Source: an optimization exercise on an open RTL-to-GDS flow (aim: small area). Production flows keep margins and buffers that such runs may drop. The RTL was checked by simulation tests, not by an equivalence proof against the original design. Power figures rest on the tool's default switching activity, not on a simulated workload.

==> flow/design.v <==
`timescale 1ns / 1ps
module top(
    input PS2_dat,
    input PS2_clk,
    input clk100mhz,
    input rst,
    input reset,
    output [7:0] anodes,
    output [7:0] cathodes
);
wire clk = clk100mhz;
reg [1:0] kc_s;
reg       kc_p;
reg [1:0] kd_s;
always @(posedge clk) begin
    if (rst)
        kc_s <= 2'b11;
    else
        kc_s <= {kc_s[0], PS2_clk};
    kc_p <= kc_s[1];    
    kd_s <= {kd_s[0], PS2_dat};
end
wire fall = kc_p & ~kc_s[1];
reg [3:0] cnt;
reg       bad;
reg [7:0] kbuf;
wire ws = (cnt == 4'd0);
always @(posedge clk) begin
    if (rst) begin
        cnt <= 4'd0;
        bad <= 1'b1;
    end
    else if (fall) begin
        cnt <= (cnt == 4'd10) ? 4'd0 : cnt + 4'd1;
        if (ws)
            bad <= PS2_dat;
        else if (!bad && cnt == 4'd9)
            bad <= (~^kbuf) != kd_s[1];
        else if (!bad && cnt == 4'd10)
            bad <= ~PS2_dat;
    end
end
always @(posedge clk)
    if (fall && !bad && !ws && cnt <= 4'd8)
        kbuf <= {kd_s[1], kbuf[7:1]};
reg [3:0] nib;
reg       isdig;
always @(*) begin
    isdig = 1'b1;
    case (kbuf)
    8'h45: nib = 4'h0;
    8'h16: nib = 4'h1;
    8'h1E: nib = 4'h2;
    8'h26: nib = 4'h3;
    8'h25: nib = 4'h4;
    8'h2E: nib = 4'h5;
    8'h36: nib = 4'h6;
    8'h3D: nib = 4'h7;
    8'h3E: nib = 4'h8;
    8'h46: nib = 4'h9;
    8'h1C: nib = 4'hA;
    8'h32: nib = 4'hB;
    8'h21: nib = 4'hC;
    8'h23: nib = 4'hD;
    8'h24: nib = 4'hE;
    8'h2B: nib = 4'hF;
    default: begin nib = 4'hx; isdig = 1'b0; end
    endcase
end
wire isent = (kbuf == 8'h5A);
wire isF0  = (kbuf == 8'hF0);
reg [2:0] mst;
reg       rel;
always @(posedge clk) begin
    if (rst) begin
        mst <= 3'd0;
        rel <= 1'b0;
    end
    else case (mst)
    3'd0: if (ws) begin
        if (!bad) begin
            if (isF0)
                rel <= 1'b1;
            else if (rel)
                rel <= 1'b0;
        end
        mst <= (!bad && !isF0 && rel) ? 3'd1 : 3'd4;
    end
    3'd1: mst <= 3'd2;
    3'd2: mst <= 3'd3;
    3'd3: mst <= ws ? 3'd4 : 3'd0;
    default: if (!ws) mst <= 3'd0;
    endcase
end
wire dig_now = (mst == 3'd1) & isdig;    
wire ent_now = (mst == 3'd1) & isent;
wire dig_1   = (mst == 3'd2) & isdig;    
wire dig_2   = (mst == 3'd3) & isdig;    
reg       ra, rb;
reg [8:0] streak;
reg       dout, den;
wire tmp = (streak == 9'h100);    
always @(posedge clk) begin
    if (rst) begin
        ra <= 1'b0;
        rb <= 1'b0;
        streak <= 9'd0;
        dout <= 1'b0;
        den <= 1'b0;
    end
    else begin
        ra <= reset;
        rb <= ra;
        streak <= (rb == dout) ? 9'd0 : {streak[7:0], streak[8] ^ streak[4] ^ ~|streak[7:0]};
        den <= tmp & rb;
        if (tmp)
            dout <= rb;
    end
end
reg [31:0] D;
reg [3:0]  Dm;      
reg [15:0] U;
reg        Fd;      
reg        H;       
wire        fsm_ro;
wire [15:0] fsm_res;
wire dbl = H & ~Fd;              
wire e1  = dbl & dig_2;          
wire c1  = dbl & rb;             
wire hold = den & ~Fd & ~fsm_ro;
wire sh  = (dig_1 | e1) & ~hold;                            
wire zh  = rst | (~hold & ((dig_1 & c1) | (e1 & ra) | (~(dig_1 | e1) & (ra | c1))));   
wire zl  = rst | (~hold & ((dig_1 | e1) ? (e1 & ra) : (ra | c1)));                      
wire [31:0] numb = {zh ? 28'd0 : (sh ? D[27:0] : D[31:4]),
                    zl ? 4'd0 : (sh ? nib : D[3:0])};
wire [3:0]  mcnt = (zh & ~zl) ? 4'd1 : (zh ? 4'd0 : (sh ? (Dm[3] ? Dm : Dm + 4'd1) : Dm));
always @(posedge clk) begin
    D  <= numb;
    Dm <= mcnt;
    if (rst) begin
        Fd <= 1'b0;
        H  <= 1'b0;
    end
    else begin
        H <= den & ~fsm_ro;
        if (fsm_ro)
            Fd <= 1'b1;
        else if (H)
            Fd <= 1'b0;
    end
end
always @(posedge clk)
    if (fsm_ro && !Fd)
        U <= D[31:16];
localparam [3:0] S0 = 4'd0, S1 = 4'd1, S2 = 4'd2, S3 = 4'd3, S4 = 4'd4,
                 S5A = 4'd5, S5B = 4'd6, S6 = 4'd7, S0R = 4'd8, S0E = 4'd9,
                 S2F = 4'd10, S3F = 4'd11, S4F = 4'd12;
reg [3:0]  st;
reg        vs;      
reg [11:0] vm;      
wire [15:0] x = D[15:0];
wire xerr = x[15] ? ~&x[14:11] : (|x[14:12] | (x[11] & |x[10:0]));
reg [11:0] lowor;
integer k;
always @(*) begin
    lowor[0] = 1'b0;
    for (k = 1; k < 12; k = k + 1)
        lowor[k] = lowor[k-1] | x[k-1];
end
wire [11:0] xm = x[11:0] ^ ({12{x[15]}} & lowor);
wire vnz  = |vm;
wire verr = vm[11] & |vm[10:0];
always @(posedge clk) begin
    if (rst)
        st <= S0;
    else if (den)
        st <= (st == S5B || st == S0E) ? S0E : (st == S0R) ? S0R : S0;
    else case (st)
    S0, S0R, S0E: st <= S1;
    S1: if (ent_now) begin
        st <= Fd ? S2F : S2;
        if (!Fd) begin
            vs <= x[15];
            vm <= {xm[11] | xerr, xm[10:1], xm[0] | xerr};
        end
    end
    S2: st <= vs ? S3 : S4;
    S3: st <= S4;
    S4: st <= verr ? S5A : S6;
    S2F: st <= vs ? S3F : S4F;
    S3F: st <= S4F;
    S4F: st <= vnz ? S5A : S6;
    S5A, S5B: st <= S5B;
    S6: st <= S0R;
    default: st <= S0;
    endcase
end
assign fsm_ro = (st == S0R);
wire fsm_err = (st == S5B) || (st == S0E);
wire [10:0] na = vm[10:0];
wire        z3 = ~|na[10:3];
wire [10:0] r1 = {na[10:8] | ({3{z3}} & na[2:0]), na[7:3], na[2:0] & {3{~z3}}};
wire        z2 = ~|r1[10:7];
wire [10:0] r2 = {r1[10:7] | ({4{z2}} & r1[6:3]), z2 ? r1[2:0] : r1[6:4], r1[3] & ~z2, r1[2:0] & {3{~z2}}};
wire        z1 = ~|r2[10:9];
wire [10:0] r3 = z1 ? {r2[8:0], 2'd0} : r2;
wire        z0 = ~r3[10];
wire [10:0] r4 = z0 ? {r3[9:0], 1'b0} : r3;
wire [4:0]  ex = 5'd25 - {1'b0, z3, z2, z1, z0};
assign fsm_res = vm[11] ? {vs, 5'd26, 10'd0} : (|na) ? {vs, ex, r4[9:0]} : 16'd0;
wire [31:0] shown = Fd ? {U, fsm_res} : D;
wire [3:0]  shown_m = Fd ? 4'd4 : Dm;
reg [9:0] dc;
wire tick = (dc == 10'h238);
always @(posedge clk)
    if (rst)
        dc <= 10'h238;
    else
        dc <= {dc[8:0], dc[9] ^ dc[6] ^ tick};
reg [2:0] dg;
reg       blank;
reg [4:0] cc;       
reg [3:0] dn;
always @(*) begin
    case (dg)
    3'd0: dn = shown[3:0];
    3'd1: dn = shown[7:4];
    3'd2: dn = shown[11:8];
    3'd3: dn = shown[15:12];
    3'd4: dn = shown[19:16];
    3'd5: dn = shown[23:20];
    3'd6: dn = shown[27:24];
    default: dn = shown[31:28];
    endcase
end
always @(posedge clk) begin
    if (rst) begin
        dg <= 3'd0;
        blank <= 1'b1;
        cc <= 5'd31;
    end
    else if (tick) begin
        dg <= dg + 3'd1;
        if (!fsm_err) begin
            cc <= {1'b0, dn};
            blank <= ({1'b0, dg} >= shown_m);
        end
        else if (dg <= 3'd4) begin
            cc <= (dg == 3'd1) ? 5'd0 : (dg == 3'd4) ? 5'd14 : 5'd16;
            blank <= 1'b0;
        end
        else
            blank <= 1'b1;
    end
end
wire [2:0] lit = dg - 3'd1;
assign anodes = blank ? 8'hFF : ~(8'd1 << lit);
reg [6:0] seg;
always @(*) begin
    case (cc)
    5'd0:  seg = 7'b1000000;
    5'd1:  seg = 7'b1111001;
    5'd2:  seg = 7'b0100100;
    5'd3:  seg = 7'b0110000;
    5'd4:  seg = 7'b0011001;
    5'd5:  seg = 7'b0010010;
    5'd6:  seg = 7'b0000010;
    5'd7:  seg = 7'b1111000;
    5'd8:  seg = 7'b0000000;
    5'd9:  seg = 7'b0010000;
    5'd10: seg = 7'b0001000;
    5'd11: seg = 7'b0000011;
    5'd12: seg = 7'b1000110;
    5'd13: seg = 7'b0100001;
    5'd14: seg = 7'b0000110;
    5'd15: seg = 7'b0001110;
    5'd16: seg = 7'b1001100;
    5'd31: seg = 7'b1111111;
    default: seg = 7'bxxxxxxx;
    endcase
end
assign cathodes = {1'b1, seg};
endmodule
export LEC_CHECK = 0
export ABC_AREA = 1
export CAP_MARGIN = 20
export CORE_MARGIN = 2
export CORE_UTILIZATION = 60
export CTS_BUF_LIST = sky130_fd_sc_hd__clkbuf_4 sky130_fd_sc_hd__clkbuf_8
export SLEW_MARGIN = 20
create_clock -name core_clock -period 10.0 [get_ports {clk100mhz}]
run.sh (not shown) runs the stock make flow with config.mk's settings and CLKGATE_MAP_FILE= SYNTH_SCRIPT=/design/flow/synth_recipe.tcl, a recipe that flattens the netlist after the stock synthesis.
The starting point finished with timing, DRC and antenna clean.
Edit:
==> flow/flow/run.sh (new file) <==
#!/bin/bash
# Own layout flow: the standard ORFS flow (standard.sh) with three changes to how the
# layout is built, none to what it builds:
#  1. synthesis is the standard one (synth_recipe.tcl, the same passes and registers), except
#     that abc maps the combinational logic with an area-oriented script (abc_area2.script);
#  2. the port buffers are sky130_fd_sc_hd__buf_1 (every port still gets one);
#  3. clock tree synthesis uses clkbuf_4/clkbuf_8 and inserts no dummy loads.
# standard.log holds the full output of the ORFS run; ORFS keeps each step's log in orfs/logs.
set -euo pipefail
W=$(pwd)
{ cat flow/abc_override.tcl; cat synth_recipe.tcl; } > my_synth.tcl
sed "s#SYNTH_SCRIPT=[^ ]*#SYNTH_SCRIPT=$W/my_synth.tcl#" standard.sh > my_standard.sh
grep -q "SYNTH_SCRIPT=$W/my_synth.tcl" my_standard.sh
export MY_ABC_SCRIPT=$W/flow/abc_area2.script
export BUFFER_PORTS_ARGS="-buffer_cell sky130_fd_sc_hd__buf_1"
export CTS_ARGS="-sink_clustering_enable -repair_clock_nets -buf_list {sky130_fd_sc_hd__clkbuf_4 sky130_fd_sc_hd__clkbuf_8} -dont_use_dummy_load"
bash my_standard.sh > standard.log 2>&1
==> flow/flow/abc_area2.script (new file) <==
strash; &get -n; &fraig -x; &put; scorr; dc2; dretime; strash; &get -n; &dch -f; &nf -R 1000; &put; strash; &get -n; &dch -f; &nf -R 1000; &put
==> flow/flow/abc_override.tcl (new file) <==
# Same synthesis as synth_recipe.tcl, but abc maps the logic with the script in MY_ABC_SCRIPT
# (an area-oriented script) instead of ORFS's abc_area.script. abc only maps combinational
# logic: registers, their names and cell types are those of the standard synthesis.
proc abc {args} {
  set i [lsearch -exact $args -script]
  if {$i >= 0} { lset args [expr {$i + 1}] $::env(MY_ABC_SCRIPT) }
  yosys abc {*}$args
}
==> flow/standard.sh (new file) <==
#!/bin/bash
# synth_recipe.tcl (not shown) runs the flow's synth.tcl, then flattens the netlist and writes it again
# the make line also repeats each setting of config.mk as NAME=value (left out here)
make -C /OpenROAD-flow-scripts/flow DESIGN_CONFIG=/design/flow/config.mk WORK_HOME=/design/flow/orfs CLKGATE_MAP_FILE= SYNTH_SCRIPT=/design/flow/synth_recipe.tcl "${@:-finish}"
Settings changed: CTS_BUF_LIST sky130_fd_sc_hd__clkbuf_4 sky130_fd_sc_hd__clkbuf_8 to default.
removed: flow/run.sh
Clock skew grows by 0.020 ns.
Global-route usage shrinks by 0.93 points.
Clock-buffer cell count came out lower by 6.
Wire length decreases by 12%.
Power shrinks by 16%.
Sequential power climbs by about 1%.
Flip-flop and latch count is unchanged.
Non-clock buffer count goes up by 4.
Worst hold slack hardly moves.
Via count goes down by 12%.
Critical path depth went up by 14.
Edit:
==> flow/run.sh (new file) <==
#!/bin/bash
# synth_recipe.tcl (not shown) runs the flow's synth.tcl, then flattens the netlist and writes it again
# the make line also repeats each setting of config.mk as NAME=value (left out here)
make -C /OpenROAD-flow-scripts/flow DESIGN_CONFIG=/design/flow/config.mk WORK_HOME=/design/flow/orfs CLKGATE_MAP_FILE= SYNTH_SCRIPT=/design/flow/synth_recipe.tcl finish
Settings changed: CTS_BUF_LIST from default to sky130_fd_sc_hd__clkbuf_8.
removed: flow/flow/run.sh
removed: flow/flow/abc_area2.script
removed: flow/flow/abc_override.tcl
removed: flow/standard.sh
Outcome: Combinational power went up by 9.5%; design area went up by 14%; die area went up by 11%; count of clock-buffer cells in the layout went up by 5; wire length went up by 13%; sequential cell count does not change; final cell count went up by 24%; setup slack is better by 0.73 ns; synthesized area went up by 11%; non-clock buffer count went down by 4; worst hold slack is about the same.

[what the ideal ports hide]
The flow's constraints put no driver on any port. The routed layouts listed below were extracted and timed again, unchanged, in two steps.
Step 1 assumes that a clkbuf_16 drives the clock port and a buf_2 every other input.
Step 2 times the ports against the registers' clock, not the clock port: input delays grow and output delays shrink by t, the midpoint of the rising clock arrivals with the driver on.
Three values: no drivers, after step 1, after step 2; two values: the first two.
run	t, ns	setup WS [ns]	latest minus earliest clock arrival (ns)	pins driven straight from the clock port
the first run	0.473	5.502 / 5.467 / 5.581	0.016 / 0.016	1
the second run	0.467	4.787 / 4.787 / 4.787	0.034 / 0.034	1
the third run	0.473	5.520 / 5.485 / 5.584	0.015 / 0.015	1
After both steps setup and hold are still met in every run listed.
